This design comes from an exercise in tuning for small area, a short achievable clock period and few clock cycles on the open sky130 flow, not from production work.
No functional check of the RTL was part of any run shown here.
Power and IR drop assume default switching activity.

<file path="design.v">
`timescale 1ns/1ps
module ALU (
    input  [7:0] A,
    input  [7:0] Bx,
    input  [3:0] instruction,
    input        item,
    output [7:0] F
);
    wire [3:0] op = instruction;
    wire [2:0] k  = Bx[2:0];                    
    wire is_as  = item & ~op[3] & ~op[2] & ~op[1];            
    wire is_shf = item & ~op[3] & ~op[2] & op[1];             
    wire is_rot = item & ~op[3] & op[2] & ~op[1];             
    wire left   = op[0];
    wire is_and = item & ~op[3] & op[2] & op[1] & ~op[0];    
    wire is_or  = item & ~op[3] & op[2] & op[1] & op[0];     
    wire is_not = item & op[3] & ~op[2] & ~op[1] & ~op[0];   
    wire is_xor = item & op[3] & ~op[2] & ~op[1] & op[0];    
    wire [7:0] sum = A + Bx;
    wire [7:0] p   = A ^ Bx;
    wire [7:0] g   = A & Bx;
    wire a0 = k[0];
    wire a1 = k[1] ^ (left & k[0]);
    wire a2 = k[2] ^ (left & (k[1] | k[0]));
    wire [7:0] s1 = a0 ? {A[0],    A[7:1]}  : A;
    wire [7:0] s2 = a1 ? {s1[1:0], s1[7:2]} : s1;
    wire [7:0] s4 = a2 ? {s2[3:0], s2[7:4]} : s2;
    wire shf_ok = is_shf & ~|Bx[7:3];
    wire rot_ok = is_rot & ~|Bx[7:4] & ~(Bx[3] & |k);
    wire [7:0] keep;
    genvar i;
    generate for (i = 0; i < 8; i = i + 1) begin : kp
        assign keep[i] = rot_ok | (shf_ok & (left ? (k <= i) : (k <= 7 - i)));
    end endgenerate
    assign F = ({8{is_as}} & sum) | (keep & s4) |
               ({8{is_xor | is_or}} & p) | ({8{is_and | is_or}} & g) | ({8{is_not}} & ~A);
endmodule
`timescale 1ns/1ps
module top (
    input clk,
    input rst_n,
    input start,
    input valid,
    input [7:0] data_A,
    input [7:0] data_B,
    input [3:0] instruction,
    input [7:0] count,
    output reg [7:0] third_largest,
    output reg finish
);
    reg [7:0] a_q, b_q;
    reg [3:0] op_q;
    reg       item_q;      
    reg [7:0] r;           
    reg [7:0] remaining;   
    reg [7:0] largest, second_largest;
    reg       last1, last2;
    wire [7:0] alu_result;
    ALU alu_inst (
        .A(a_q),
        .Bx(b_q),
        .instruction(op_q),
        .item(item_q),
        .F(alu_result)
    );
    wire [7:0] b_neg = {|data_B[6:0], |data_B[5:0], |data_B[4:0], |data_B[3:0],
                        |data_B[2:0], |data_B[1:0], data_B[0], 1'b0};
    wire [7:0] low_zero = {~|remaining[6:0], ~|remaining[5:0], ~|remaining[4:0],
                           ~|remaining[3:0], ~|remaining[2:0], ~|remaining[1:0],
                           ~remaining[0], 1'b1};
    always @(posedge clk) begin
        a_q     <= data_A;
        b_q     <= data_B ^ ({8{instruction == 4'b0001}} & b_neg);    
        op_q    <= instruction;
        r       <= alu_result;
        if (start)
            remaining <= count;
        else if (valid)
            remaining <= remaining ^ low_zero;
    end
    always @(posedge clk or negedge rst_n) begin
        if (!rst_n)
            item_q <= 1'b0;
        else
            item_q <= valid;
    end
    always @(posedge clk or negedge rst_n) begin
        if (!rst_n) begin
            last1  <= 1'b0;
            last2  <= 1'b0;
            finish <= 1'b0;
        end else begin
            last1  <= (valid && remaining == 8'd1) || (start && count == 8'd0);
            last2  <= last1;
            finish <= last2;
        end
    end
    function [1:0] cmp8;
        input [7:0] a, b;
        reg [7:0] g, l;
        reg [3:0] g1, l1;
        reg [1:0] g2, l2;
        integer i;
        begin
            g = a & ~b;
            l = ~a & b;
            for (i = 0; i < 4; i = i + 1) begin
                g1[i] = g[2*i+1] | (~l[2*i+1] & g[2*i]);
                l1[i] = l[2*i+1] | (~g[2*i+1] & l[2*i]);
            end
            for (i = 0; i < 2; i = i + 1) begin
                g2[i] = g1[2*i+1] | (~l1[2*i+1] & g1[2*i]);
                l2[i] = l1[2*i+1] | (~g1[2*i+1] & l1[2*i]);
            end
            cmp8 = {g2[1] | (~l2[1] & g2[0]), l2[1] | (~g2[1] & l2[0])};
        end
    endfunction
    wire gt1, lt1, gt2, lt2, gt3, lt3;
    assign {gt1, lt1} = cmp8(r, largest);
    assign {gt2, lt2} = cmp8(r, second_largest);
    assign {gt3, lt3} = cmp8(r, third_largest);
    wire eq1 = ~gt1 & ~lt1;
    wire eq2 = ~gt2 & ~lt2;
    wire upd1 = gt1 | start;
    wire upd2 = (gt2 & ~eq1) | start;
    wire upd3 = gt3 & ~eq2 & ~eq1;
    wire [7:0] new2 = gt1 ? largest : r;
    wire [7:0] new3 = gt2 ? second_largest : r;
    always @(posedge clk) begin
        if (upd1) largest <= r;
        if (upd2) second_largest <= new2;
        third_largest <= upd3 ? new3 : (third_largest & {8{~start}});
    end
endmodule
</file>
<file path="flow/run.sh">
#!/bin/bash
# Standard layout, except:
#  - plain buffers (buf_1) on the ports instead of the delay buffers
#    buffer_ports picks by default;
#  - synthesis maps the logic with a delay-driven ABC script
#    (flow/abc_delay.script) instead of ORFS's abc_speed script. Everything
#    else in synthesis is the standard flow's own (flow/synth.tcl is synth_recipe.tcl with
#    an abc wrapper that swaps in the script), so the registers are the same.
set -o pipefail
FLOW_DIR=$(cd "$(dirname "$0")" && pwd)
export BUFFER_PORTS_ARGS="-buffer_cell sky130_fd_sc_hd__buf_1"
export MY_ABC_SCRIPT=$FLOW_DIR/abc_delay.script
bash standard.sh SYNTH_SCRIPT=$FLOW_DIR/synth.tcl finish > standard.log 2>&1
</file>
<file path="flow/abc_delay.script">
strash
dch
map -D 1000
buffer -p
upsize -D 1000
dnsize -D 1000
stime -p
</file>
<file path="flow/synth.tcl">
proc synth {args} { yosys synth -nofsm -noshare {*}$args }

proc abc {args} {
  set i [lsearch -exact $args -script]
  if {$i >= 0 && [info exists ::env(MY_ABC_SCRIPT)]} { lset args [expr {$i + 1}] $::env(MY_ABC_SCRIPT) }
  yosys abc {*}$args
}
source $::env(SCRIPTS_DIR)/synth.tcl
# left out here: clear keep_hierarchy, flatten, clean up, hide names made inside functions, write 1_2_yosys.v
</file>
<file path="standard.sh">
#!/bin/bash
# synth_recipe.tcl (not shown) runs the flow's synth.tcl, then flattens the netlist and writes it again
# the make line also repeats each setting of config.mk as NAME=value (left out here)
make -C /OpenROAD-flow-scripts/flow DESIGN_CONFIG=/design/flow/config.mk WORK_HOME=/design/flow/orfs CLKGATE_MAP_FILE= SYNTH_SCRIPT=/design/flow/synth_recipe.tcl "${@:-finish}"
</file>
<file path="config.mk">
export PLATFORM = sky130hd
export DESIGN_NAME = top
export DESIGN_NICKNAME = top
export VERILOG_FILES = /design/flow/design.v
export SDC_FILE = /design/flow/constraint.sdc
export NUM_CORES = 4
export LEC_CHECK = 0
export CAP_MARGIN = 20
export CORE_MARGIN = 2
export CORE_UTILIZATION = 40
export SETUP_SLACK_MARGIN = 3.8
export SLEW_MARGIN = 20
</file>
<file path="constraint.sdc">
create_clock -name core_clock -period 6.0 [get_ports {clk}]
set_input_delay 1.2000 -clock core_clock [delete_from_list [all_inputs] [get_ports {clk}]]
set_output_delay 1.2000 -clock core_clock [all_outputs]
set_load 0.01 [all_outputs]
</file>
==> flow_summary.toml, run 1 <==
[synth]
synth_top_family_by_area = "compound AO/OA/AOI/OAI gates"
synth_top_area_cell = "dfxtp_1"
synth_edf_count = 24
synth_compound_area_share_pct = 21.7
synth_flop_cell = "dfxtp_1"
yosysWarnings = 1
synth_xor_xnor_area_share_pct = 2.69
synth_fa_ha_area_share_pct = 4.75
synth_fp_nets = 496
async_flop_share_pct = 6.25
synth_area_leaders = "dfxtp_1 20%, edfxtp_1 20%, nand2_1 9.3%"
syn-instance-count = 451
synth_area_mm2 = 0.00359
muxShareOfSynthArea_pct = 1.12
yosys.area_share.simple_pct = 20.4
synth_cell_types = 43
synth-seq-cells = 64
synth_top_area_share_pct = 20.1
avgSynthCellArea_um2 = 7.95
ys_seq_area_share_pct = 43.0

[floorplan]
die_y_um = 98.7
start_util_pct = 41.1
die_area_mm2 = 0.00974
core_mm2 = 0.00872
pin_count = 41
die_w_um = 98.7
rows = 34

[worst_setup_path]
crit_type = "flop to output port"
worstSetupStartpointType = "flop"
cp-end-kind = "output port"
r2r_setup_slack_ns = 3.94
cpPeakStageDelay_ns = 0.38
worst-path-max-fanout = 4
r2r_end = "r[6]"
critical_path_buf_inv_count = 1
critPathArrivalTime_ns = 0.89
path_cells = "buf_1"
cp_slowest_cell = "dfxtp_1"
cpLargestDelayFamily = "flip-flops"
required_ns = 4.80
rr_worst_depth = 11
r2r-start = "b_q[0]"

[power_and_ir_drop]
p_int_w = 0.000892
p_per_area_mw_per_mm2 = 323
combPwrFrac_pct = 27.3
ir_drop_mv = 0.131
power_switching_w = 0.000449
switching_share_pct = 33.5
power_frac_seq_pct = 44.1
clockPowerShare_pct = 28.7
totalPowerFinal_w = 0.00134
p_leak_nw = 1.73

[sta]
fin_crit_sh_pct = 34.8
hold_ws_ns = 0.368
setup_tns_ns = 0
drv_slew = 0
setup_slack_ns = 3.91
tightest_slew_ns = 0.763
setup_viol = 0
slew_headroom_pct = 49.2
grt_setup_unrepaired = "false"
final-hold-violation-count = 0
fin_skew_ns = 0.00841
fmaxAchievable_ghz = 0.479
post-route-min-period_ns = 2.09

[grt]
grt_pass1_wl_um = 13100
grt_max_degree = 20
grt_pass1_vias = 2982
antenna_found_initial = 0
track_usage_pct = 16.8
overflow = 0

[cts]
clk_pin_slew_ns = 0.07
cts_tree = "built"
hold_buffers = 0
numCtsBuffers = 9
cts_max_level = 3
cts-root-buf = "clkbuf_8"
cts.path.max_buffers = 2
cts.sinks = 64
clk_latency_ns = 0.34

[route]
first_pass_iters = 4
antenna_left = 0
vias = 3209
wl_per_cell_um = 12.8
routed_wl_um = 7900
vias_per_cell = 5.22
drc = 0
drtIter0Drc = 119

[finish]
syn_to_final_growth_pct = 15.7
final_common_cell = "nand2_1"
nNetsFinal = 547
diodes = 0
final_cell_mix = "88 x nand2_1, 50 x o21ai_0, 43 x inv_1"
fin_util_pct = 47.6
seq_area_mm2 = 0.00155
multiInputGateArea_mm2 = 0.00187
drive_above_1_share_pct = 10.3
fill_cells = 845

[status]
status = "timing/DRC/antenna clean"

[placed_design]
hpwl_um = 6070
port_buffers = 40
routabilityCongestion = 0.904
post-place-ws_ns = 3.19

[min_path]
hold_path_depth = 0
hold_end = "last2"
hold_class = "flop to flop"
hp-start = "last1"

[flow_run]
maxCapViolations = 0
==> worst max-delay path by stage <==
stage / startpoint / slack, ns / endpoint / depth (start not counted)
floorplan: data_B[1] / 3.83 / b_q[7] / 5
global placement: start / 3.20 / second_largest[6] / 3
detailed placement: start / 3.19 / second_largest[6] / 3
CTS: r[2] / 3.80 / third_largest[3] / 9
global route: data_B[1] / 3.80 / b_q[7] / 6
finish: third_largest[6] / 3.91 / third_largest[6] / 1
==> per-layer routing <==
metal / up-vias / global-route usage [%] / routed length, µm
li1: 1669 / - / -
met3: 16 / 3.19 / 292
met1: 1457 / 20.5 / 3610
met2: 67 / 27.9 / 3790
met5: - / 0 / 0
met4: 0 / 9.59 / 213
==> cells by family after synthesis <==
family	count (synthesis)
buffers and inverters	57
flip-flops	64
AO/OA/AOI/OAI	130
XOR/XNOR	11
adder cells (fa/ha/maj)	13
AND/OR/NAND/NOR	172
multiplexers	4
==> registers in the layout (all words and copies together) (netlist names), 4 cells and up <==
signal and cells:
a_q 8, b_q 8, largest 8, op_q 4
r 8, remaining 8, second_largest 8, third_largest 8
==> stage by stage <==
step                cell area [µm²]  std cells
floorplan                      3590        451
global placement               3830        591
detailed placement             3830        591
CTS                            4050        607
global route                   4150        615
finish                         4150        615
==> layout make-up <==
class | count | area share [%]
Tap cell | 108 | 3.26
Multi-Input combinational cell | 330 | 45.0
Clock inverter | 5 | 1.27
Inverter | 49 | 4.43
Clock buffer | 11 | 3.68
Sequential cell | 64 | 37.2
Timing Repair Buffer | 48 | 5.09
==> power groups by stage <==
| stage | sequential [W] | combinational, W | clock (W) |
|---|---|---|---|
| 6_report | 0.000591 | 0.000366 | 0.000384 |
| 5_1_grt | 0.000601 | 0.000415 | 0.000413 |
| 4_1_cts | 0.000591 | 0.000343 | 0.000396 |
| 3_5_place_dp | 0.000601 | 0.000340 | 0 |
| 3_3_place_gp | 0.000597 | 0.000331 | 0 |
| 2_1_floorplan | 0.000598 | 0.000265 | 0 |
==> Yosys cell counts (2+ instances only) <==
master / count
nor4_1: 6
nor2_1: 32
a22oi_1: 6
dfxtp_1: 36
inv_1: 43
ha_1: 12
nor3_1: 9
o21ai_1: 12
a21oi_1: 33
dfrtp_1: 4
o22ai_1: 4
nand4_1: 2
clkbuf_1: 4
mux2i_1: 4
nand2_1: 89
xor2_1: 6
buf_2: 2
a31oi_1: 3
inv_2: 6
nor2_2: 2
o21ai_2: 2
or2_1: 2
o21a_1: 2
edfxtp_1: 24
nand3_1: 25
a31oi_2: 2
or2_2: 3
a31o_2: 2
o2111ai_1: 5
xnor2_1: 5
o21ai_0: 52
==> timing repair <==
item / 4_1_cts / 5_1_grt
pin swaps: 0 / 2
resized for setup: 5 / 6
buffers inserted: 0 / 8
hold endpoints to repair: 0 / 0
endpoints found under the setup margin: 24 / 25
==> run 2, diff against run 1 <==
--- a/config.mk
+++ b/config.mk
@@ -8,5 +8,5 @@
 export CAP_MARGIN = 20
 export CORE_MARGIN = 2
 export CORE_UTILIZATION = 40
-export SETUP_SLACK_MARGIN = 3.8
+export SETUP_SLACK_MARGIN = 3.7
 export SLEW_MARGIN = 20
==> flow_summary.toml, run 2 <==
[status]
status = "timing/DRC/antenna clean"

[route]
drtIter0Drc = 121
wl_per_cell_um = 12.7
first_pass_iters = 4
drc = 0
antenna_left = 0
vias = 3178
vias_per_cell = 5.19
routed_wl_um = 7750

[worst_setup_path]
crit_type = "input pin to flop"
r2r_end = "r[6]"
worstSetupStartpointType = "input pin"
r2r_setup_slack_ns = 3.90
rr_worst_depth = 11
cp_slowest_cell = "nor4_2"
crit_end = "b_q[7]"
cpPeakStageDelay_ns = 0.36
r2r-start = "b_q[0]"
path_cells = "buf_1 -> nor4_2 -> nand2_1 -> o21ai_0 -> o21ai_0 -> xor2_1"
worst-path-max-fanout = 4
timing.critical_path.mode_cell = "o21ai_0"
required_ns = 6.22
cp-end-kind = "flop"
critPathArrivalTime_ns = 2.38
startpoint = "data_B[1]"

[synth]
synth_most_common_cell = "nand2_1"
yosysWarnings = 1
synth_cell_types = 43
synth_top_area_cell = "dfxtp_1"
synth_area_leaders = "dfxtp_1 20%, edfxtp_1 20%, nand2_1 9.3%"
synth_fp_nets = 496
ys_seq_area_share_pct = 43.0
synth_area_mm2 = 0.00359
syn-instance-count = 451
synth_flop_cell = "dfxtp_1"
avgSynthCellArea_um2 = 7.95
synth-seq-cells = 64
async_flop_share_pct = 6.25
synth_edf_count = 24
synthTopCellsByCount = "89 x nand2_1, 52 x o21ai_0, 43 x inv_1"
synth_top_area_share_pct = 20.1

[finish]
fill_cells = 872
nNetsFinal = 544
drive_above_1_share_pct = 9.92
final_cell_mix = "88 x nand2_1, 51 x o21ai_0, 43 x inv_1"
syn_to_final_growth_pct = 14.1
stdcell_area_mm2 = 0.00409
fin_util_pct = 46.9
diodes = 0
final_common_cell = "nand2_1"

[sta]
drv_slew = 0
tightest_slew_ns = 0.680
fin_crit_sh_pct = 35.9
setup_slack_ns = 3.84
fmaxAchievable_ghz = 0.464
setup_viol = 0
slew_headroom_pct = 54.5
final-hold-violation-count = 0
post-route-min-period_ns = 2.16
setup_tns_ns = 0
grt_setup_unrepaired = "true"
fin_skew_ns = 0.00334

[cts]
cts-root-buf = "clkbuf_8"
clk_pin_slew_ns = 0.07
cts_tree = "built"
clk_latency_ns = 0.34
numCtsBuffers = 9
cts.sinks = 64
cts.path.max_buffers = 2
cts_max_level = 3

[floorplan]
die_area_mm2 = 0.00974
core_mm2 = 0.00872
start_util_pct = 41.1
die_y_um = 98.7
pin_count = 41
die_w_um = 98.7
rows = 34

[min_path]
hold_class = "flop to flop"

[placed_design]
post-place-ws_ns = 3.17
port_buffers = 40
routabilityCongestion = 0.907
hpwl_um = 6060
dpl_cell_area_mm2 = 0.00383

[power_and_ir_drop]
p_per_area_mw_per_mm2 = 319
ir_drop_mv = 0.141
p_leak_nw = 1.71

[grt]
grt_pass1_wl_um = 13000
antenna_found_initial = 0
grt_pass1_vias = 2951
grt_max_degree = 20
overflow = 0
track_usage_pct = 16.5

[flow_run]
maxCapViolations = 0
run 2: cell counts after synthesis:
No cell type changed its count.
run 2: area by class of cell:
cell class	count	area, µm²	share of cell area, %
inverter	49	184	4.49
timing repair buffer	45	189	4.62
sequential	64	1540	37.7
tap	108	135	3.30
clock buffer	9	124	3.03
multi-input combinational	330	1850	45.1
clock inverter	7	71.3	1.74
run 2: per-layer routing:
| layer | global-route usage [%] | part of all wire [%] | vias to the layer above |
|---|---|---|---|
| li1 | - | - | 1662 |
| met5 | 0 | 0 | - |
| met3 | 3.83 | 3.8 | 10 |
| met2 | 27.8 | 49 | 72 |
| met4 | 6.85 | 1.9 | 0 |
| met1 | 20.4 | 45 | 1434 |
run 2: logic make-up (layout without fill, tap and decap cells):
family | Yosys count | after routing | synth area share [%]
AO/OA/AOI/OAI | 130 | 130 | 21.7
XOR/XNOR | 11 | 11 | 2.69
adder cells (fa/ha/maj) | 13 | 13 | 4.75
buffers and inverters | 57 | 110 | 6.35
flip-flops | 64 | 64 | 43.0
multiplexers | 4 | 4 | 1.12
AND/OR/NAND/NOR | 172 | 172 | 20.4
run 2: worst max-delay path: cells and delay by family:
kind | cells | cell delay (ns)
xor+xnor | 1 | 0.16
simple gates | 2 | 0.47
compound gates | 2 | 0.42
buf+inv | 1 | 0.12
run 2: worst min path at each step:
stage               endpoint  slack, ns  startpoint  depth (start not counted)
floorplan             finish       0.33       last2                          0
global placement       last2       0.34       last1                          0
detailed placement     last2       0.35       last1                          0
finish                 last2       0.36       last1                          0
global route           last2       0.37       last1                          0
CTS                    last2       0.36       last1                          0
run 2: report_power, final:
part	internal, W	switching (W)	leakage (nW)
Sequential	0.000532	0.0000594	0.603
Clock	0.000192	0.000167	0.103
Combinational	0.000137	0.000217	1.00
Total	0.000861	0.000443	1.71
run 2: repair_timing:
action	CTS	global route
resized for setup	4	5
hold buffers	0	0
endpoints found under the hold margin	0	0
pin swaps	0	2
setup endpoints to repair	24	36
setup buffers	0	5
run 2: per-stage QoR:
step | total power [W] | hold slack (ns) | std cells
2_1_floorplan | 0.000862 | 0.331 | 451
4_1_cts | 0.00131 | 0.363 | 607
6_report | 0.00130 | 0.358 | 612
3_5_place_dp | 0.000940 | 0.346 | 591
3_3_place_gp | 0.000928 | 0.338 | 591
5_1_grt | 0.00140 | 0.373 | 612
==> run 3, diff against run 2 <==
--- a/design.v
+++ b/design.v
@@ -121,14 +121,14 @@
     assign {gt3, lt3} = cmp8(r, third_largest);
     wire eq1 = ~gt1 & ~lt1;
     wire eq2 = ~gt2 & ~lt2;
-    wire upd1 = gt1 | start;
-    wire upd2 = (gt2 & ~eq1) | start;
+    wire upd1 = gt1;
+    wire upd2 = gt2 & ~eq1;
     wire upd3 = gt3 & ~eq2 & ~eq1;
     wire [7:0] new2 = gt1 ? largest : r;
     wire [7:0] new3 = gt2 ? second_largest : r;
     always @(posedge clk) begin
-        if (upd1) largest <= r;
-        if (upd2) second_largest <= new2;
-        third_largest <= upd3 ? new3 : (third_largest & {8{~start}});
+        largest        <= upd1 ? r    : (largest        & {8{~start}});
+        second_largest <= upd2 ? new2 : (second_largest & {8{~start}});
+        third_largest  <= upd3 ? new3 : (third_largest  & {8{~start}});
     end
 endmodule
--- a/config.mk
+++ b/config.mk
@@ -8,5 +8,5 @@
 export CAP_MARGIN = 20
 export CORE_MARGIN = 2
 export CORE_UTILIZATION = 40
-export SETUP_SLACK_MARGIN = 3.7
+export SETUP_SLACK_MARGIN = 3.8
 export SLEW_MARGIN = 20
==> flow_summary.toml, run 3 <==
[status]
status = "timing/DRC/antenna clean"

[floorplan]
core_mm2 = 0.00876
start_util_pct = 41.4
pin_count = 41
die_w_um = 99.2
die_y_um = 99.2
die_area_mm2 = 0.00985
rows = 34

[sta]
final-hold-violation-count = 0
fin_skew_ns = 0.00698
fmaxAchievable_ghz = 0.468
setup_viol = 0
grt_setup_unrepaired = "false"
tightest_slew_ns = 0.610
drv_slew = 0
setup_slack_ns = 3.86
slew_headroom_pct = 59.0
post-route-min-period_ns = 2.14
setup_tns_ns = 0
fin_crit_sh_pct = 35.6

[worst_setup_path]
worst-path-max-fanout = 4
cp-end-kind = "output port"
critPathArrivalTime_ns = 0.94
cpLargestDelayFamily = "flip-flops"
required_ns = 4.80
crit_type = "flop to output port"
cpPeakStageDelay_ns = 0.41
path_cells = "buf_1"
critical_path_buf_inv_count = 1
worstSetupStartpointType = "flop"
r2r_setup_slack_ns = 3.94
cp_slowest_cell = "dfxtp_1"

[synth]
synth_xor_xnor_area_share_pct = 2.66
synth_area_leaders = "dfxtp_1 29%, nand2_1 11%, o21ai_0 9.2%"
synth_fp_nets = 541
muxShareOfSynthArea_pct = 1.10
synth_cell_types = 44
synth_edf_count = 8
synth_area_mm2 = 0.00363
synth_top_area_share_pct = 28.7
ys_seq_area_share_pct = 38.1
synth_flop_cell = "dfxtp_1"
synth_compound_area_share_pct = 23.9
synth_most_common_cell = "nand2_1"
synth_fa_ha_area_share_pct = 4.69
syn-instance-count = 496
yosysWarnings = 1
async_flop_share_pct = 6.25
synth-seq-cells = 64
synth_top_area_cell = "dfxtp_1"
synth_top_family_by_area = "compound AO/OA/AOI/OAI gates"
synthTopCellsByCount = "103 x nand2_1, 67 x o21ai_0, 52 x dfxtp_1"
avgSynthCellArea_um2 = 7.31
yosys.area_share.simple_pct = 22.5

[finish]
drive_above_1_share_pct = 8.39
nNetsFinal = 588
diodes = 0
final_cell_mix = "102 x nand2_1, 66 x o21ai_0, 51 x dfxtp_1"
final_common_cell = "nand2_1"
stdcell_area_mm2 = 0.00423
fill_cells = 909
syn_to_final_growth_pct = 16.6
fin_util_pct = 48.3

[placed_design]
dpl_cell_area_mm2 = 0.00385
routabilityCongestion = 0.873
port_buffers = 40
post-place-ws_ns = 2.64
hpwl_um = 6500

[route]
routed_wl_um = 8750
wl_met1_um = 4330
met2_length_um = 3760
top_layer = "met4"
drtIter0Drc = 226
vias = 3475
antenna_left = 0
vias_per_cell = 5.30
first_pass_iters = 4
met3WireLength_um = 534
drc = 0
wl_per_cell_um = 13.3

[cts]
clk_latency_ns = 0.34
numCtsBuffers = 9
cts.sinks = 64
clk_pin_slew_ns = 0.07
cts.path.max_buffers = 2
cts_max_level = 3
cts-root-buf = "clkbuf_8"
cts_tree = "built"

[grt]
grt_max_degree = 25
grt_pass1_wl_um = 14200
overflow = 0
antenna_found_initial = 0
grt_pass1_vias = 3052
track_usage_pct = 17.9

[flow_run]
maxCapViolations = 0

[power_and_ir_drop]
totalPowerFinal_w = 0.00143
ir_drop_mv = 0.152
p_leak_nw = 1.69
p_per_area_mw_per_mm2 = 339

[min_path]
hold_class = "flop to flop"
## run 3: cell types whose count changed after synthesis, sizes merged, moves of 3 or more
cell | before | now
dfxtp | 36 | 52
a22oi | 6 | 1
a21oi | 34 | 29
nand3 | 25 | 33
nand2 | 90 | 103
o31ai | 2 | 9
buf | 4 | 7
edfxtp | 24 | 8
o21ai | 66 | 80
## run 3: power by group
part,internal (W),switching (W)
registers,0.000499,0.0000604
logic,0.000195,0.000298
clock network,0.000216,0.000166
## run 3: path summary, 6_finish.rpt
path                       cells after the start               end        startpoint
hold / removal                                 0            finish             last2
min in group asynchronous                      1            finish             rst_n
setup / recovery                               1  third_largest[3]  third_largest[3]
setup reg to reg                              11              r[6]            a_q[0]
hold reg to reg                                0            finish             last2
max in group asynchronous                      1             last1             rst_n
## run 3: routing by layer
metal | vias up | GRT usage, %
met4 | 0 | 6.32
met5 | - | 0
met1 | 1559 | 24.7
met2 | 100 | 28.2
li1 | 1805 | -
met3 | 11 | 3.09
## run 3: cells by family (layout without fill, tap and decap cells)
family / count (synthesis) / in the layout
buf+inv: 63 / 114
compound gates: 148 / 149
flops: 64 / 64
xor+xnor: 11 / 11
fa+ha+maj: 13 / 13
mux: 4 / 4
simple gates: 193 / 193
## run 3: area by class of cell
class | instances | area, µm² | area share (%)
Multi-Input combinational cell | 370 | 2080 | 49.2
Sequential cell | 64 | 1390 | 32.7
Clock buffer | 13 | 160 | 3.79
Inverter | 51 | 196 | 4.64
Clock inverter | 3 | 40.0 | 0.946
Timing Repair Buffer | 47 | 234 | 5.53
Tap cell | 108 | 135 | 3.19
## run 3: timing repair
| action | in CTS | in global routing |
|---|---|---|
| endpoints found under the setup margin | 42 | 26 |
| cloned | 0 | 1 |
| resized for setup | 8 | 10 |
| pin swaps | 0 | 3 |
| hold buffers | 0 | 0 |
| buffers inserted | 0 | 7 |
## run 3: stage by stage
stage	hold slack (ns)	std cells
6_report	0.372	656
5_1_grt	0.377	656
4_1_cts	0.370	648
3_5_place_dp	0.341	632
3_3_place_gp	0.344	632
2_1_floorplan	0.331	496
==> run 4, diff against run 3 <==
--- a/design.v
+++ b/design.v
@@ -16,7 +16,9 @@
     wire is_or  = item & ~op[3] & op[2] & op[1] & op[0];     
     wire is_not = item & op[3] & ~op[2] & ~op[1] & ~op[0];   
     wire is_xor = item & op[3] & ~op[2] & ~op[1] & op[0];    
-    wire [7:0] sum = A + Bx;
+    wire       sub = ~op[3] & ~op[2] & ~op[1] & op[0];    
+    wire [8:0] sum9 = {A, 1'b1} + {Bx, sub};      
+    wire [7:0] sum  = sum9[8:1];
     wire [7:0] p   = A ^ Bx;
     wire [7:0] g   = A & Bx;
     wire a0 = k[0];
@@ -63,14 +65,12 @@
         .item(item_q),
         .F(alu_result)
     );
-    wire [7:0] b_neg = {|data_B[6:0], |data_B[5:0], |data_B[4:0], |data_B[3:0],
-                        |data_B[2:0], |data_B[1:0], data_B[0], 1'b0};
     wire [7:0] low_zero = {~|remaining[6:0], ~|remaining[5:0], ~|remaining[4:0],
                            ~|remaining[3:0], ~|remaining[2:0], ~|remaining[1:0],
                            ~remaining[0], 1'b1};
     always @(posedge clk) begin
         a_q     <= data_A;
-        b_q     <= data_B ^ ({8{instruction == 4'b0001}} & b_neg);    
+        b_q     <= data_B ^ {8{instruction == 4'b0001}};    
         op_q    <= instruction;
         r       <= alu_result;
         if (start)
@@ -121,14 +121,14 @@
     assign {gt3, lt3} = cmp8(r, third_largest);
     wire eq1 = ~gt1 & ~lt1;
     wire eq2 = ~gt2 & ~lt2;
-    wire upd1 = gt1;
-    wire upd2 = gt2 & ~eq1;
-    wire upd3 = gt3 & ~eq2 & ~eq1;
+    wire upd1 = gt1 | start;
+    wire upd2 = (gt2 & ~eq1) | start;
+    wire upd3 = (gt3 & ~eq2 & ~eq1) | start;
     wire [7:0] new2 = gt1 ? largest : r;
     wire [7:0] new3 = gt2 ? second_largest : r;
     always @(posedge clk) begin
-        largest        <= upd1 ? r    : (largest        & {8{~start}});
-        second_largest <= upd2 ? new2 : (second_largest & {8{~start}});
-        third_largest  <= upd3 ? new3 : (third_largest  & {8{~start}});
+        if (upd1) largest        <= r;
+        if (upd2) second_largest <= new2;
+        if (upd3) third_largest  <= new3;
     end
 endmodule
==> flow_summary.toml, run 4 <==
[route]
wl_per_cell_um = 13.8
vias_per_cell = 5.19
drc = 0
routed_wl_um = 8330
wl_met1_um = 3640
met3WireLength_um = 292
drtIter0Drc = 97
met2_length_um = 4300
first_pass_iters = 4
antenna_left = 0
vias = 3140
top_layer = "met4"

[floorplan]
rows = 34
die_w_um = 99.7
pin_count = 41
start_util_pct = 41.6
die_area_mm2 = 0.00993
die_y_um = 99.7
core_mm2 = 0.00881

[cts]
cts.path.max_buffers = 2
clk_latency_ns = 0.34
cts-root-buf = "clkbuf_8"
cts.sinks = 64
numCtsBuffers = 9
cts_tree = "built"
clk_pin_slew_ns = 0.07
cts_max_level = 3

[synth]
synth_cell_types = 53
syn-instance-count = 442
synth_most_common_cell = "nand2_1"
async_flop_share_pct = 6.25
synthTopCellsByCount = "102 x nand2_1, 47 x o21ai_0, 42 x inv_1"
synth_top_area_cell = "edfxtp_1"
ys_seq_area_share_pct = 44.3
synth_flop_cell = "edfxtp_1"
synth-seq-cells = 64
synth_area_mm2 = 0.00366
synth_top_area_share_pct = 26.3
synth_fp_nets = 487
synth_edf_count = 32
avgSynthCellArea_um2 = 8.28
synth_area_leaders = "edfxtp_1 26%, dfxtp_1 15%, nand2_1 10%"
yosysWarnings = 1

[min_path]
hold_class = "flop to flop"

[flow_run]
maxCapViolations = 0

[power_and_ir_drop]
ir_drop_mv = 0.125
p_per_area_mw_per_mm2 = 295
totalPowerFinal_w = 0.00125
p_leak_nw = 1.73

[sta]
setup_viol = 0
final-hold-violation-count = 0
fin_crit_sh_pct = 35.2
fin_skew_ns = 0.00455
grt_setup_unrepaired = "true"
drv_slew = 0
tightest_slew_ns = 0.475
post-route-min-period_ns = 2.11
slew_headroom_pct = 68.2
hold_ws_ns = 0.361
fmaxAchievable_ghz = 0.474
setup_tns_ns = 0

[status]
status = "timing/DRC/antenna clean"

[grt]
grt_pass1_wl_um = 13700
grt_pass1_vias = 2972
antenna_found_initial = 0
grt_max_degree = 20
overflow = 0
track_usage_pct = 17.6

[worst_setup_path]
cpPeakStageDelay_ns = 0.42
path_cells = "buf_1"
worst-path-max-fanout = 4
critical_path_buf_inv_count = 1
cp_slowest_cell = "edfxtp_1"
worstSetupStartpointType = "flop"
required_ns = 4.80
cp-end-kind = "output port"
cpLargestDelayFamily = "flip-flops"
critPathArrivalTime_ns = 0.91
crit_type = "flop to output port"

[finish]
drive_above_1_share_pct = 12.3
fin_util_pct = 48.2
final_cell_mix = "101 x nand2_1, 46 x o21ai_0, 39 x inv_1, 39 x buf_1, 32 x edfxtp_1"
fin_cells = 605
syn_to_final_growth_pct = 15.9
fill_cells = 870
final_common_cell = "nand2_1"
nNetsFinal = 537
diodes = 0

[placed_design]
hpwl_um = 6460
port_buffers = 40
placedCellCount = 583
routabilityCongestion = 0.949
## run 4: cell types whose count changed after synthesis, sizes merged, moves of 4 or more
cell	change
a21oi	+4
buf	-4
dfxtp	-24
edfxtp	+24
nand3	-12
nand4	+5
nor2	-7
nor3	-6
nor4	-5
o21ai	-24
o31ai	-6
xnor2	+6
xor2	-4
## run 4: worst paths after layout
path,start,endpoint,slack [ns],depth (start not counted)
setup / recovery,third_largest[5],third_largest[5],3.89,1
hold reg to reg,last2,finish,0.36,0
setup reg to reg,op_q[2],r[7],3.94,11
min in group asynchronous,rst_n,item_q,0.67,1
hold / removal,last2,finish,0.36,0
max in group asynchronous,rst_n,last1,5.16,1
## run 4: where the power goes
part	switching [W]	total, W	internal (W)
clock	0.000172	0.000407	0.000234
sequential	0.0000438	0.000570	0.000526
combinational	0.000173	0.000275	0.000101
total	0.000390	0.00125	0.000862
## run 4: kinds of logic (layout without fill, tap and decap cells)
| family | after synthesis | count (layout) | synth area share (%) |
|---|---|---|---|
| AOI/OAI and AO/OA | 122 | 122 | 20.4 |
| xor gates and xnor gates | 13 | 13 | 3.11 |
| buffers and inverters | 54 | 109 | 5.98 |
| muxes | 1 | 1 | 0.274 |
| adders and majority gates | 13 | 13 | 4.65 |
| DFF | 64 | 64 | 44.3 |
| and+or+nand+nor | 175 | 175 | 21.3 |
## run 4: layer usage
layer | global-route usage (%) | vias to the layer above
li1 | - | 1644
met1 | 20.7 | 1420
met2 | 31.9 | 65
met3 | 4.22 | 11
met4 | 5.06 | 0
met5 | 0 | -
## run 4: per-stage QoR
stage	setup WS [ns]	area [µm²]
after floorplan	3.76	3660
after CTS	3.82	4150
after detailed placement	3.44	3900
after global routing	3.74	4240
final	3.89	4240
after global placement	3.47	3900
## run 4: layout make-up
class | count | area (µm²) | area share, %
repair buffers | 46 | 196 | 4.63
flip-flops and latches | 64 | 1630 | 38.4
multi-input cells | 324 | 1880 | 44.3
clock buffers | 9 | 124 | 2.92
inverters | 47 | 181 | 4.28
well taps | 108 | 135 | 3.19
clock inverters | 7 | 96.3 | 2.27
## run 4: repair_timing
item	CTS	global route
pin swaps	1	9
gates resized for setup	5	20
buffers inserted	1	5
setup endpoints to repair	13	29
hold buffers	0	0
gates cloned	0	0
==> run 5, diff against run 4 <==
--- a/design.v
+++ b/design.v
@@ -16,25 +16,20 @@
     wire is_or  = item & ~op[3] & op[2] & op[1] & op[0];     
     wire is_not = item & op[3] & ~op[2] & ~op[1] & ~op[0];   
     wire is_xor = item & op[3] & ~op[2] & ~op[1] & op[0];    
-    wire       sub = ~op[3] & ~op[2] & ~op[1] & op[0];    
-    wire [8:0] sum9 = {A, 1'b1} + {Bx, sub};      
-    wire [7:0] sum  = sum9[8:1];
+    wire [7:0] sum = A + Bx;
     wire [7:0] p   = A ^ Bx;
     wire [7:0] g   = A & Bx;
-    wire a0 = k[0];
-    wire a1 = k[1] ^ (left & k[0]);
-    wire a2 = k[2] ^ (left & (k[1] | k[0]));
-    wire [7:0] s1 = a0 ? {A[0],    A[7:1]}  : A;
-    wire [7:0] s2 = a1 ? {s1[1:0], s1[7:2]} : s1;
-    wire [7:0] s4 = a2 ? {s2[3:0], s2[7:4]} : s2;
+    wire [7:0] Ar = {A[0], A[1], A[2], A[3], A[4], A[5], A[6], A[7]};
+    wire [7:0] s0 = left ? Ar : A;
+    wire [7:0] s1 = k[0] ? {s0[0],   s0[7:1]} : s0;
+    wire [7:0] s2 = k[1] ? {s1[1:0], s1[7:2]} : s1;
+    wire [7:0] s4 = k[2] ? {s2[3:0], s2[7:4]} : s2;
     wire shf_ok = is_shf & ~|Bx[7:3];
     wire rot_ok = is_rot & ~|Bx[7:4] & ~(Bx[3] & |k);
-    wire [7:0] keep;
-    genvar i;
-    generate for (i = 0; i < 8; i = i + 1) begin : kp
-        assign keep[i] = rot_ok | (shf_ok & (left ? (k <= i) : (k <= 7 - i)));
-    end endgenerate
-    assign F = ({8{is_as}} & sum) | (keep & s4) |
+    wire [7:0] keep = {8{rot_ok}} | ({8{shf_ok}} & (8'hff >> k));
+    wire [7:0] o  = s4 & keep;
+    wire [7:0] sh = left ? {o[0], o[1], o[2], o[3], o[4], o[5], o[6], o[7]} : o;
+    assign F = ({8{is_as}} & sum) | sh |
                ({8{is_xor | is_or}} & p) | ({8{is_and | is_or}} & g) | ({8{is_not}} & ~A);
 endmodule
 `timescale 1ns/1ps
@@ -65,12 +60,14 @@
         .item(item_q),
         .F(alu_result)
     );
+    wire [7:0] b_neg = {|data_B[6:0], |data_B[5:0], |data_B[4:0], |data_B[3:0],
+                        |data_B[2:0], |data_B[1:0], data_B[0], 1'b0};
     wire [7:0] low_zero = {~|remaining[6:0], ~|remaining[5:0], ~|remaining[4:0],
                            ~|remaining[3:0], ~|remaining[2:0], ~|remaining[1:0],
                            ~remaining[0], 1'b1};
     always @(posedge clk) begin
         a_q     <= data_A;
-        b_q     <= data_B ^ {8{instruction == 4'b0001}};    
+        b_q     <= data_B ^ ({8{instruction == 4'b0001}} & b_neg);    
         op_q    <= instruction;
         r       <= alu_result;
         if (start)
==> flow_summary.toml, run 5 <==
[grt]
track_usage_pct = 17.1
grt_pass1_vias = 2980
antenna_found_initial = 0
grt_pass1_wl_um = 13400
grt_use_met2_pct = 28.8
overflow = 0
grt_max_degree = 26
groute.layer.met1.usage_pct = 21.5
use_met3_pct = 2.74
grt.busiest_layer = "met2"

[worst_setup_path]
crit_type = "flop to output port"
critPathArrivalTime_ns = 0.91
cpPeakStageDelay_ns = 0.42
cp-end-kind = "output port"
worstSetupStartpointType = "flop"
critical_path_buf_inv_count = 1
cp.depth = 1
worst-path-max-fanout = 3
cpLargestDelayFamily = "flip-flops"
cp_slowest_cell = "edfxtp_1"
path_cells = "buf_1"
rr_worst_depth = 6
required_ns = 4.80

[finish]
drive_above_1_share_pct = 10.1
diodes = 0
fill_cells = 838
final_common_cell = "nand2_1"
fin_cells = 611
nNetsFinal = 543
syn_to_final_growth_pct = 14.9
final_cell_mix = "119 x nand2_1, 44 x o21ai_0, 41 x inv_1"

[synth]
synthTopCellsByCount = "122 x nand2_1, 45 x o21ai_0, 43 x inv_1"
synth_cell_types = 48
synth_flop_cell = "edfxtp_1"
async_flop_share_pct = 6.25
synth_top_area_share_pct = 26.4
synth_area_leaders = "edfxtp_1 26%, dfxtp_1 15%, nand2_1 13%"
synth_edf_count = 32
synth_area_mm2 = 0.00364
syn-instance-count = 453
yosysWarnings = 1
synth_fp_nets = 498
synth-seq-cells = 64
avgSynthCellArea_um2 = 8.03
synth_most_common_cell = "nand2_1"
synth_top_area_cell = "edfxtp_1"
ys_seq_area_share_pct = 44.6

[sta]
drv_slew = 0
final-hold-violation-count = 0
post-route-min-period_ns = 2.11
grt_setup_unrepaired = "true"
setup_viol = 0
fmaxAchievable_ghz = 0.475
tightest_slew_ns = 0.654
fin_crit_sh_pct = 35.1
setup_tns_ns = 0
fin_skew_ns = 0.00809
slew_headroom_pct = 56.0

[cts]
numCtsBuffers = 9
cts.sinks = 64
clk_pin_slew_ns = 0.07
cts_tree = "built"
cts-root-buf = "clkbuf_8"
clk_latency_ns = 0.34
cts.path.max_buffers = 2
hold_buffers = 0
cts_max_level = 3

[route]
routed_wl_um = 8110
vias_per_cell = 5.33
drtIter0Drc = 189
antenna_left = 0
wl_per_cell_um = 13.3
vias = 3254
drc = 0
first_pass_iters = 5

[power_and_ir_drop]
p_leak_nw = 1.65
ir_drop_mv = 0.121
p_per_area_mw_per_mm2 = 283

[placed_design]
port_buffers = 40
hpwl_um = 6260
routabilityCongestion = 0.871
placedCellCount = 592

[floorplan]
die_y_um = 99.4
rows = 34
die_w_um = 99.4
die_area_mm2 = 0.00987
core_mm2 = 0.00876
start_util_pct = 41.5
pin_count = 41

[min_path]
hold_path_depth = 0
hold_class = "flop to flop"

[status]
status = "timing/DRC/antenna clean"

[flow_run]
maxCapViolations = 0
run 5: cell families (layout without fill, tap and decap cells):
family	count (synthesis)	in the layout	synth area share (%)
and+or+nand+nor	197	197	23.4
DFF	64	64	44.6
AOI/OAI and AO/OA	114	114	18.7
adders and majority gates	13	13	4.68
buffers and inverters	54	104	5.99
xor gates and xnor gates	10	10	2.41
muxes	1	1	0.275
run 5: per-layer routing:
| metal | vias up | routed length [µm] |
|---|---|---|
| met5 | - | 0 |
| met4 | 0 | 192 |
| met3 | 17 | 308 |
| met2 | 85 | 3950 |
| met1 | 1482 | 3660 |
| li1 | 1670 | - |
run 5: repair_timing:
action                                  in CTS  in global routing
endpoints found under the setup margin      32                 32
gates resized for setup                      8                 16
buffers inserted                             0                  3
pin swaps                                    0                  3
run 5: area by class of cell:
| cell class | instances | area [µm²] | share of cell area (%) |
|---|---|---|---|
| Timing Repair Buffer | 43 | 174 | 4.16 |
| Tap cell | 108 | 135 | 3.23 |
| Inverter | 45 | 173 | 4.13 |
| Clock inverter | 6 | 60.1 | 1.44 |
| Multi-Input combinational cell | 335 | 1880 | 45.0 |
| Sequential cell | 64 | 1630 | 39.0 |
| Clock buffer | 10 | 128 | 3.05 |
run 5: metrics by stage:
step,worst slack [ns],utilization (%),power (W),hold slack [ns],instance area [µm²]
after detailed placement,3.48,44.3,0.000813,0.338,3880
after global placement,3.53,44.3,0.000805,0.334,3880
after floorplan,3.83,-,0.000746,0.331,3640
after CTS,3.81,46.7,0.00117,0.356,4100
after global routing,3.74,47.7,0.00125,0.363,4180
final,3.89,47.7,0.00118,0.353,4180
run 5: report_power, final:
| part | leakage, nW | internal [W] | switching (W) |
|---|---|---|---|
| Clock | 0.0937 | 0.000190 | 0.000168 |
| Combinational | 0.934 | 0.0000958 | 0.000155 |
| Sequential | 0.623 | 0.000528 | 0.0000463 |
| Total | 1.65 | 0.000813 | 0.000369 |
run 5: final timing paths:
| check | startpoint | end | slack, ns |
|---|---|---|---|
| min in group asynchronous | rst_n | last2 | 0.68 |
| max in group asynchronous | rst_n | item_q | 5.13 |
| worst max register to register | op_q[1] | r[5] | 3.94 |
| worst min register to register | last1 | last2 | 0.35 |
| worst min-delay path | last1 | last2 | 0.35 |
| worst max-delay path | third_largest[3] | third_largest[3] | 3.89 |
==> run 6, diff against run 5 <==
==> design.v (replaced) <==
`timescale 1ns/1ps
module ALU (
    input  [7:0] A,
    input  [7:0] B,
    input  [3:0] instruction,
    input        item,
    output [7:0] F
);
    wire [3:0] op = instruction;
    wire [2:0] k  = B[2:0];
    wire sub    = ~op[3] & ~op[2] & ~op[1] & op[0];           
    wire is_as  = item & ~op[3] & ~op[2] & ~op[1];            
    wire is_shf = item & ~op[3] & ~op[2] & op[1];             
    wire is_rot = item & ~op[3] & op[2] & ~op[1];             
    wire left   = op[0];
    wire is_and = item & ~op[3] & op[2] & op[1] & ~op[0];    
    wire is_or  = item & ~op[3] & op[2] & op[1] & op[0];     
    wire is_not = item & op[3] & ~op[2] & ~op[1] & ~op[0];   
    wire is_xor = item & op[3] & ~op[2] & ~op[1] & op[0];    
    wire [8:0] sum9 = {A, 1'b1} + {B ^ {8{sub}}, sub};    
    wire [7:0] sum  = sum9[8:1];
    wire a0 = k[0];
    wire a1 = k[1] ^ (left & k[0]);
    wire a2 = k[2] ^ (left & (k[1] | k[0]));
    wire [7:0] s1 = a0 ? {A[0],    A[7:1]}  : A;
    wire [7:0] s2 = a1 ? {s1[1:0], s1[7:2]} : s1;
    wire [7:0] s4 = a2 ? {s2[3:0], s2[7:4]} : s2;
    wire shf_ok = is_shf & ~|B[7:3];
    wire rot_ok = is_rot & ~|B[7:4] & ~(B[3] & |k);
    wire [7:0] keep;
    genvar i;
    generate for (i = 0; i < 8; i = i + 1) begin : kp
        assign keep[i] = rot_ok | (shf_ok & (left ? (k <= i) : (k <= 7 - i)));
    end endgenerate
    assign F = ({8{is_as}} & sum) | (keep & s4) |
               ({8{is_and}} & (A & B)) | ({8{is_or}} & (A | B)) |
               ({8{is_not}} & ~A) | ({8{is_xor}} & (A ^ B));
endmodule
`timescale 1ns/1ps
module top (
    input clk,
    input rst_n,
    input start,
    input valid,
    input [7:0] data_A,
    input [7:0] data_B,
    input [3:0] instruction,
    input [7:0] count,
    output reg [7:0] third_largest,
    output reg finish
);
    reg [7:0] r;           
    reg [7:0] remaining;   
    reg [7:0] largest, second_largest;
    reg       start_q;     
    reg       last;        
    wire [7:0] alu_result;
    ALU alu_inst (
        .A(data_A),
        .B(data_B),
        .instruction(instruction),
        .item(valid),
        .F(alu_result)
    );
    wire [7:0] low_zero = {~|remaining[6:0], ~|remaining[5:0], ~|remaining[4:0],
                           ~|remaining[3:0], ~|remaining[2:0], ~|remaining[1:0],
                           ~remaining[0], 1'b1};
    always @(posedge clk) begin
        r       <= alu_result;
        start_q <= start;
        if (start)
            remaining <= count;
        else if (valid)
            remaining <= remaining ^ low_zero;
    end
    always @(posedge clk or negedge rst_n) begin
        if (!rst_n) begin
            last   <= 1'b0;
            finish <= 1'b0;
        end else begin
            last   <= (valid && remaining == 8'd1) || (start && count == 8'd0);
            finish <= last;
        end
    end
    function [1:0] cmp8;
        input [7:0] a, b;
        reg [7:0] g, l;
        reg [3:0] g1, l1;
        reg [1:0] g2, l2;
        integer i;
        begin
            g = a & ~b;
            l = ~a & b;
            for (i = 0; i < 4; i = i + 1) begin
                g1[i] = g[2*i+1] | (~l[2*i+1] & g[2*i]);
                l1[i] = l[2*i+1] | (~g[2*i+1] & l[2*i]);
            end
            for (i = 0; i < 2; i = i + 1) begin
                g2[i] = g1[2*i+1] | (~l1[2*i+1] & g1[2*i]);
                l2[i] = l1[2*i+1] | (~g1[2*i+1] & l1[2*i]);
            end
            cmp8 = {g2[1] | (~l2[1] & g2[0]), l2[1] | (~g2[1] & l2[0])};
        end
    endfunction
    wire gt1, lt1, gt2, lt2, gt3, lt3;
    assign {gt1, lt1} = cmp8(r, largest);
    assign {gt2, lt2} = cmp8(r, second_largest);
    assign {gt3, lt3} = cmp8(r, third_largest);
    wire eq1 = ~gt1 & ~lt1;
    wire eq2 = ~gt2 & ~lt2;
    wire upd1 = gt1 | start_q;
    wire upd2 = (gt2 & ~eq1) | start_q;
    wire upd3 = (gt3 & ~eq2 & ~eq1) | start_q;
    wire [7:0] new2 = gt1 ? largest : r;
    wire [7:0] new3 = gt2 ? second_largest : r;
    always @(posedge clk) begin
        if (upd1) largest        <= r;
        if (upd2) second_largest <= new2;
        if (upd3) third_largest  <= new3;
    end
endmodule
==> flow_summary.toml, run 6 <==
[finish]
fin_cells = 626
final_cell_mix = "80 x nand2_1, 43 x inv_1, 43 x o21ai_0"
fin_util_pct = 50.9
diodes = 0
nNetsFinal = 577
fill_cells = 835
syn_to_final_growth_pct = 24.8
final_common_cell = "nand2_1"
drive_above_1_share_pct = 20.8

[cts]
cts_tree = "built"
cts.sinks = 43
numCtsBuffers = 5
clk_latency_ns = 0.29
hold_buffers = 0
cts-root-buf = "clkbuf_8"
clk_pin_slew_ns = 0.08
cts_max_level = 2
cts.path.max_buffers = 2

[floorplan]
core_mm2 = 0.00864
die_y_um = 97.9
die_w_um = 97.9
die_area_mm2 = 0.00958
start_util_pct = 40.8
pin_count = 41
rows = 34

[route]
drc = 0
wl_per_cell_um = 14.1
vias_per_cell = 5.32
vias = 3330
routed_wl_um = 8800
antenna_left = 0
first_pass_iters = 4
drtIter0Drc = 143

[synth]
synth_most_common_cell = "nand2_1"
async_flop_share_pct = 4.65
synth_flop_cell = "edfxtp_1"
synth_area_mm2 = 0.00352
synth_top_area_cell = "edfxtp_1"
synth_top_area_share_pct = 27.3
avgSynthCellArea_um2 = 7.90
synth_edf_count = 32
ys_seq_area_share_pct = 33.8
synth_cell_types = 53
synth-seq-cells = 43
synth_fp_nets = 506
yosysWarnings = 1
synthTopCellsByCount = "88 x nand2_1, 46 x o21ai_0, 45 x inv_1"
synth_area_leaders = "edfxtp_1 27%, ha_1 9.9%, nand2_1 9.4%"
syn-instance-count = 446

[worst_setup_path]
cp-end-kind = "flop"
critical_path_buf_inv_count = 3
cp_slowest_cell = "ha_1"
path_cells = "buf_1 -> inv_2 -> nand3_4 -> xor2_2 -> buf_4 -> ha_1 -> a211oi_2 -> nor2_2 -> a21oi_2 -> nor2_1 -> nor2_1 -> nand2_1 -> nand3_1"
worst-path-max-fanout = 5
crit_type = "input pin to flop"
cpLargestDelayFamily = "simple AND/OR/NAND/NOR gates"
critPathArrivalTime_ns = 3.01
timing.critical_path.mode_cell = "nor2_1"
r2r_end = "largest[7]"
cp.depth = 13
r2r_setup_slack_ns = 4.01
worstSetupStartpointType = "input pin"
rr_worst_depth = 6
r2r-start = "r[2]"
cpPeakStageDelay_ns = 0.31
required_ns = 6.23

[placed_design]
port_buffers = 40
placedCellCount = 587
hpwl_um = 6690
routabilityCongestion = 0.935

[sta]
tightest_slew_ns = 0.533
post-route-min-period_ns = 2.78
slew_headroom_pct = 64.3
drv_slew = 0
fin_crit_sh_pct = 46.4
setup_viol = 0
fmaxAchievable_ghz = 0.359
fin_skew_ns = 0.00734
final-hold-violation-count = 0
setup_tns_ns = 0
grt_setup_unrepaired = "true"

[grt]
grt_pass1_wl_um = 14400
grt_pass1_vias = 3111
antenna_found_initial = 0
overflow = 0
track_usage_pct = 18.3
grt_max_degree = 20

[flow_run]
maxCapViolations = 0

[power_and_ir_drop]
ir_drop_mv = 0.110
p_leak_nw = 1.83
p_per_area_mw_per_mm2 = 215

[min_path]
hold_class = "flop to flop"
hold_end = "finish"
hp-start = "last"
hold_path_depth = 0

[status]
status = "timing/DRC/antenna clean"
[run 6: worst max path at each step]
stage	startpoint	endpoint	slack (ns)
2_1_floorplan	instruction[2]	r[4]	3.21
3_3_place_gp	data_B[0]	r[4]	2.63
3_5_place_dp	instruction[0]	r[4]	2.58
4_1_cts	instruction[1]	r[4]	3.21
5_1_grt	instruction[3]	r[4]	3.10
6_report	instruction[3]	r[4]	3.22
[run 6: area by class of cell]
class	instances	area, µm²	share of cell area, %
well taps	108	135	3.07
flip-flops and latches	43	1190	27.1
repair buffers	70	468	10.6
multi-input cells	347	2280	51.9
clock inverters	3	38.8	0.882
inverters	50	213	4.84
clock buffers	5	68.8	1.56
[run 6: worst reg2reg max path: stages (launching register included)]
cell and delay, ns:
dfxtp_1 0.40, inv_1 0.14, o31ai_1 0.36, o21ai_0 0.14, and2_4 0.18, buf_4 0.17
nand2_1 0.27
[run 6: through the flow]
| stage | worst slack (ns) | total power, W | instance area [µm²] | hold WS (ns) |
|---|---|---|---|---|
| floorplan | 3.21 | 0.000622 | 3590 | 0.331 |
| global route | 3.10 | 0.00101 | 4400 | 0.359 |
| global placement | 2.63 | 0.000676 | 3800 | 0.336 |
| finish | 3.22 | 0.000946 | 4400 | 0.351 |
| CTS | 3.21 | 0.000929 | 4220 | 0.353 |
| detailed placement | 2.58 | 0.000684 | 3800 | 0.335 |
[run 6: cells by family after synthesis]
family	share of synthesized area (%)
simple gates	23.3
compound gates	20.6
buf+inv	6.89
flops	33.8
fa+ha+maj	9.94
xor+xnor	3.23
mux	2.27
[run 6: what timing repair did]
| action | 4_1_cts | 5_1_grt |
|---|---|---|
| endpoints found under the setup margin | 32 | 32 |
| cloned | 1 | 0 |
| resized for setup | 41 | 25 |
| setup buffers | 20 | 10 |
| pin swaps | 24 | 21 |
[run 6: per-layer routing]
layer / up-vias / part of all wire (%) / global-route usage [%]
met1: 1531 / 43 / 22.4
li1: 1698 / - / -
met5: - / 0 / 0
met4: 0 / 2.3 / 6.09
met3: 14 / 4.4 / 2.15
met2: 87 / 50 / 33.1
[run 6: where the power goes]
part	internal [W]	leakage, nW	switching [W]
Sequential	0.000380	0.436	0.0000290
Combinational	0.000132	1.34	0.000187
Clock	0.000122	0.0556	0.0000948
==> run 7, diff against run 6 <==
--- a/design.v
+++ b/design.v
@@ -17,8 +17,7 @@
     wire is_or  = item & ~op[3] & op[2] & op[1] & op[0];     
     wire is_not = item & op[3] & ~op[2] & ~op[1] & ~op[0];   
     wire is_xor = item & op[3] & ~op[2] & ~op[1] & op[0];    
-    wire [8:0] sum9 = {A, 1'b1} + {B ^ {8{sub}}, sub};    
-    wire [7:0] sum  = sum9[8:1];
+    wire [7:0] sum = A + (B ^ {8{sub}}) + {7'd0, sub};
     wire a0 = k[0];
     wire a1 = k[1] ^ (left & k[0]);
     wire a2 = k[2] ^ (left & (k[1] | k[0]));
@@ -108,14 +107,14 @@
     assign {gt3, lt3} = cmp8(r, third_largest);
     wire eq1 = ~gt1 & ~lt1;
     wire eq2 = ~gt2 & ~lt2;
-    wire upd1 = gt1 | start_q;
-    wire upd2 = (gt2 & ~eq1) | start_q;
-    wire upd3 = (gt3 & ~eq2 & ~eq1) | start_q;
+    wire upd1 = gt1;
+    wire upd2 = gt2 & ~eq1;
+    wire upd3 = gt3 & ~eq2 & ~eq1;
     wire [7:0] new2 = gt1 ? largest : r;
     wire [7:0] new3 = gt2 ? second_largest : r;
     always @(posedge clk) begin
-        if (upd1) largest        <= r;
-        if (upd2) second_largest <= new2;
-        if (upd3) third_largest  <= new3;
+        largest        <= ({8{upd1}} & r)    | ({8{~upd1}} & largest        & {8{~start_q}});
+        second_largest <= ({8{upd2}} & new2) | ({8{~upd2}} & second_largest & {8{~start_q}});
+        third_largest  <= ({8{upd3}} & new3) | ({8{~upd3}} & third_largest  & {8{~start_q}});
     end
 endmodule
==> flow/run.sh (replaced) <==
#!/bin/bash
# Standard layout, with plain buffers (buf_2) on the ports instead of the
# delay buffers buffer_ports picks by default.
set -o pipefail
export BUFFER_PORTS_ARGS="-buffer_cell sky130_fd_sc_hd__buf_2"
bash standard.sh > standard.log 2>&1
--- a/config.mk
+++ b/config.mk
@@ -5,6 +5,7 @@
 export SDC_FILE = /design/flow/constraint.sdc
 export NUM_CORES = 4
 export LEC_CHECK = 0
+export ABC_CLOCK_PERIOD_IN_PS = 2200
 export CAP_MARGIN = 20
 export CORE_MARGIN = 2
 export CORE_UTILIZATION = 40
removed: flow/abc_delay.script
removed: flow/synth.tcl
==> flow_summary.toml, run 7 <==
[status]
status = "timing/DRC/antenna clean"

[synth]
syn-instance-count = 436
synth_xor_xnor_area_share_pct = 6.92
synth_fp_nets = 495
synth_flop_cell = "dfxtp_1"
synthTopCellsByCount = "50 x mux2i_1, 39 x nand2_1, 33 x dfxtp_1"
synth_cell_types = 66
synth_area_mm2 = 0.00381
synth-seq-cells = 43
synth_top_area_cell = "dfxtp_1"
synth_compound_area_share_pct = 19.3
async_flop_share_pct = 4.65
synth_edf_count = 8
synth_area_leaders = "dfxtp_1 17%, mux2i_1 13%, ha_1 8.5%"
synth_fa_ha_area_share_pct = 11.0
synth_top_family_by_area = "compound AO/OA/AOI/OAI gates"
yosysWarnings = 1
avgSynthCellArea_um2 = 8.75
yosys.area_share.simple_pct = 18.3
muxShareOfSynthArea_pct = 13.5
synth_most_common_cell = "mux2i_1"
synth_top_area_share_pct = 17.3
ys_seq_area_share_pct = 24.9

[sta]
tightest_slew_ns = 0.911
fmaxAchievable_ghz = 0.345
fin_skew_ns = 0.00670
hold_ws_ns = 0.354
grt_setup_unrepaired = "true"
slew_headroom_pct = 38.8
drv_slew = 0
fin_crit_sh_pct = 48.4
setup_viol = 0
final-hold-violation-count = 0
setup_tns_ns = 0
post-route-min-period_ns = 2.90

[grt]
grt_pass1_vias = 3159
track_usage_pct = 18.3
antenna_found_initial = 0
grt_pass1_wl_um = 15200
overflow = 0
grt_max_degree = 25

[worst_setup_path]
crit_type = "input pin to flop"
worst-path-max-fanout = 8
cp-end-kind = "flop"
worstSetupStartpointType = "input pin"
critPathArrivalTime_ns = 3.06
required_ns = 6.16

[power_and_ir_drop]
power_frac_seq_pct = 33.2
p_leak_nw = 1.92
p_int_w = 0.000708
clockPowerShare_pct = 22.5
p_per_area_mw_per_mm2 = 238
combPwrFrac_pct = 44.2
power_switching_w = 0.000396
ir_drop_mv = 0.140
switching_share_pct = 35.9

[floorplan]
pin_count = 41
die_area_mm2 = 0.0103
die_w_um = 102
die_y_um = 102
core_mm2 = 0.00924
start_util_pct = 41.3
rows = 35

[placed_design]
port_buffers = 40
routabilityCongestion = 0.876
hpwl_um = 6880

[min_path]
hold_class = "flop to flop"

[finish]
fin_util_pct = 50.1
final_cell_mix = "48 x mux2i_1, 38 x nand2_1, 34 x buf_2"
seq_area_um2 = 952
multiInputGateArea_mm2 = 0.00285
nNetsFinal = 539
diodes = 0
fill_cells = 848
drive_above_1_share_pct = 23.5
syn_to_final_growth_pct = 21.3
final_common_cell = "mux2i_1"

[route]
antenna_left = 0
drc = 0
wl_per_cell_um = 15.4
vias_per_cell = 5.49
drtIter0Drc = 95
routed_wl_um = 9410
vias = 3347
first_pass_iters = 4

[cts]
numCtsBuffers = 5
hold_buffers = 0
clk_latency_ns = 0.29
cts-root-buf = "clkbuf_8"
cts_max_level = 2
cts.path.max_buffers = 2
clk_pin_slew_ns = 0.08
cts_tree = "built"
cts.sinks = 43

[flow_run]
maxCapViolations = 0
run 7: worst max-delay path: stages:
cell and delay, ns:
buf_8 0.11, nor4b_4 0.26, buf_6 0.18, xnor2_4 0.09
fa_2 0.38, a21oi_2 0.13, nor2_1 0.06, nor2_2 0.11
o21bai_1 0.09, a21oi_1 0.16, xor2_1 0.15, o221ai_1 0.11
run 7: through the flow:
| step | cells | setup slack, ns | total power [W] | cell area, µm² |
|---|---|---|---|---|
| 6_report | 610 | 3.10 | 0.00110 | 4630 |
| 5_1_grt | 610 | 3.00 | 0.00116 | 4630 |
| 4_1_cts | 606 | 3.07 | 0.00106 | 4510 |
| 3_5_place_dp | 588 | 2.23 | 0.000790 | 4170 |
| 3_3_place_gp | 588 | 2.27 | 0.000785 | 4170 |
| 2_1_floorplan | 436 | 2.97 | 0.000704 | 3910 |
run 7: kinds of logic after synthesis:
logic type                 Yosys count
buffers and inverters               53
and+or+nand+nor                    128
muxes                               51
xor gates and xnor gates            28
AOI/OAI and AO/OA                   99
DFF                                 43
adders and majority gates           34
run 7: what timing repair did:
| item | CTS | global route |
|---|---|---|
| endpoints found under the setup margin | 20 | 27 |
| buffers inserted | 10 | 3 |
| gates resized for setup | 28 | 14 |
| cloned | 0 | 1 |
| pin swaps | 23 | 16 |
run 7: routing by layer:
layer	vias to the layer above	GRT usage (%)	wire, µm
li1	1646	-	-
met1	1625	23.2	4300
met2	59	31.9	4560
met3	17	2.28	297
met4	0	6.44	249
met5	-	0	0
run 7: layout make-up:
| cell class | count | share of cell area [%] |
|---|---|---|
| inverter | 35 | 3.03 |
| timing repair buffer | 54 | 8.65 |
| clock buffer | 7 | 2.11 |
| multi-input combinational | 341 | 61.5 |
| clock inverter | 1 | 0.649 |
| tap | 129 | 3.49 |
| sequential | 43 | 20.6 |
run 7: power groups by stage:
stage | clock network, W | registers [W] | logic [W]
2_1_floorplan | 0 | 0.000359 | 0.000344
3_3_place_gp | 0 | 0.000372 | 0.000413
3_5_place_dp | 0 | 0.000373 | 0.000418
4_1_cts | 0.000256 | 0.000366 | 0.000440
5_1_grt | 0.000264 | 0.000373 | 0.000527
6_report | 0.000248 | 0.000367 | 0.000488
run 7: worst paths after layout:
path | start | slack, ns | endpoint | cells after the start
max | instruction[3] | 3.10 | r[6] | 12
min | last | 0.35 | finish | 0
max reg2reg | r[5] | 3.80 | second_largest[4] | 8
min reg2reg | last | 0.35 | finish | 0
max in group asynchronous | rst_n | 5.23 | last | 1
min in group asynchronous | rst_n | 0.67 | finish | 1

## separate check: timing with driven ports
The flow's constraints put no driver on any port. The routed layouts listed below were extracted and timed again, unchanged, in two steps. Step 1, drivers: a clkbuf_16 drives clk and a buf_2 each remaining input, both assumed. Step 2, shift: input delay + t, output delay - t, t = (earliest + latest rising clock arrival at the registers) / 2. This alone moves slack from input paths to output paths. a / b / c = ideal / step 1 / step 2; a / b = the first two.
| run | shift t [ns] | setup slack, ns | worst register clock-pin slew, ns |
|---|---|---|---|
| run 1 | 0.368 | 3.913 / 3.880 / 3.582 | 0.07 / 0.07 |
| run 2 | 0.364 | 3.844 / 3.855 / 3.491 | 0.07 / 0.07 |
| run 3 | 0.369 | 3.865 / 3.833 / 3.555 | 0.07 / 0.07 |
| run 4 | 0.367 | 3.890 / 3.860 / 3.724 | 0.07 / 0.07 |
| run 5 | 0.370 | 3.893 / 3.861 / 3.633 | 0.07 / 0.07 |
| run 6 | 0.316 | 3.216 / 3.208 / 2.893 | 0.08 / 0.08 |
| run 7 | 0.325 | 3.097 / 3.091 / 2.766 | 0.08 / 0.08 |
After both steps every run listed still meets setup and hold. The setup slack of run 2, which loses most, moves by +0.011 ns with the drivers and by -0.353 ns with both steps.
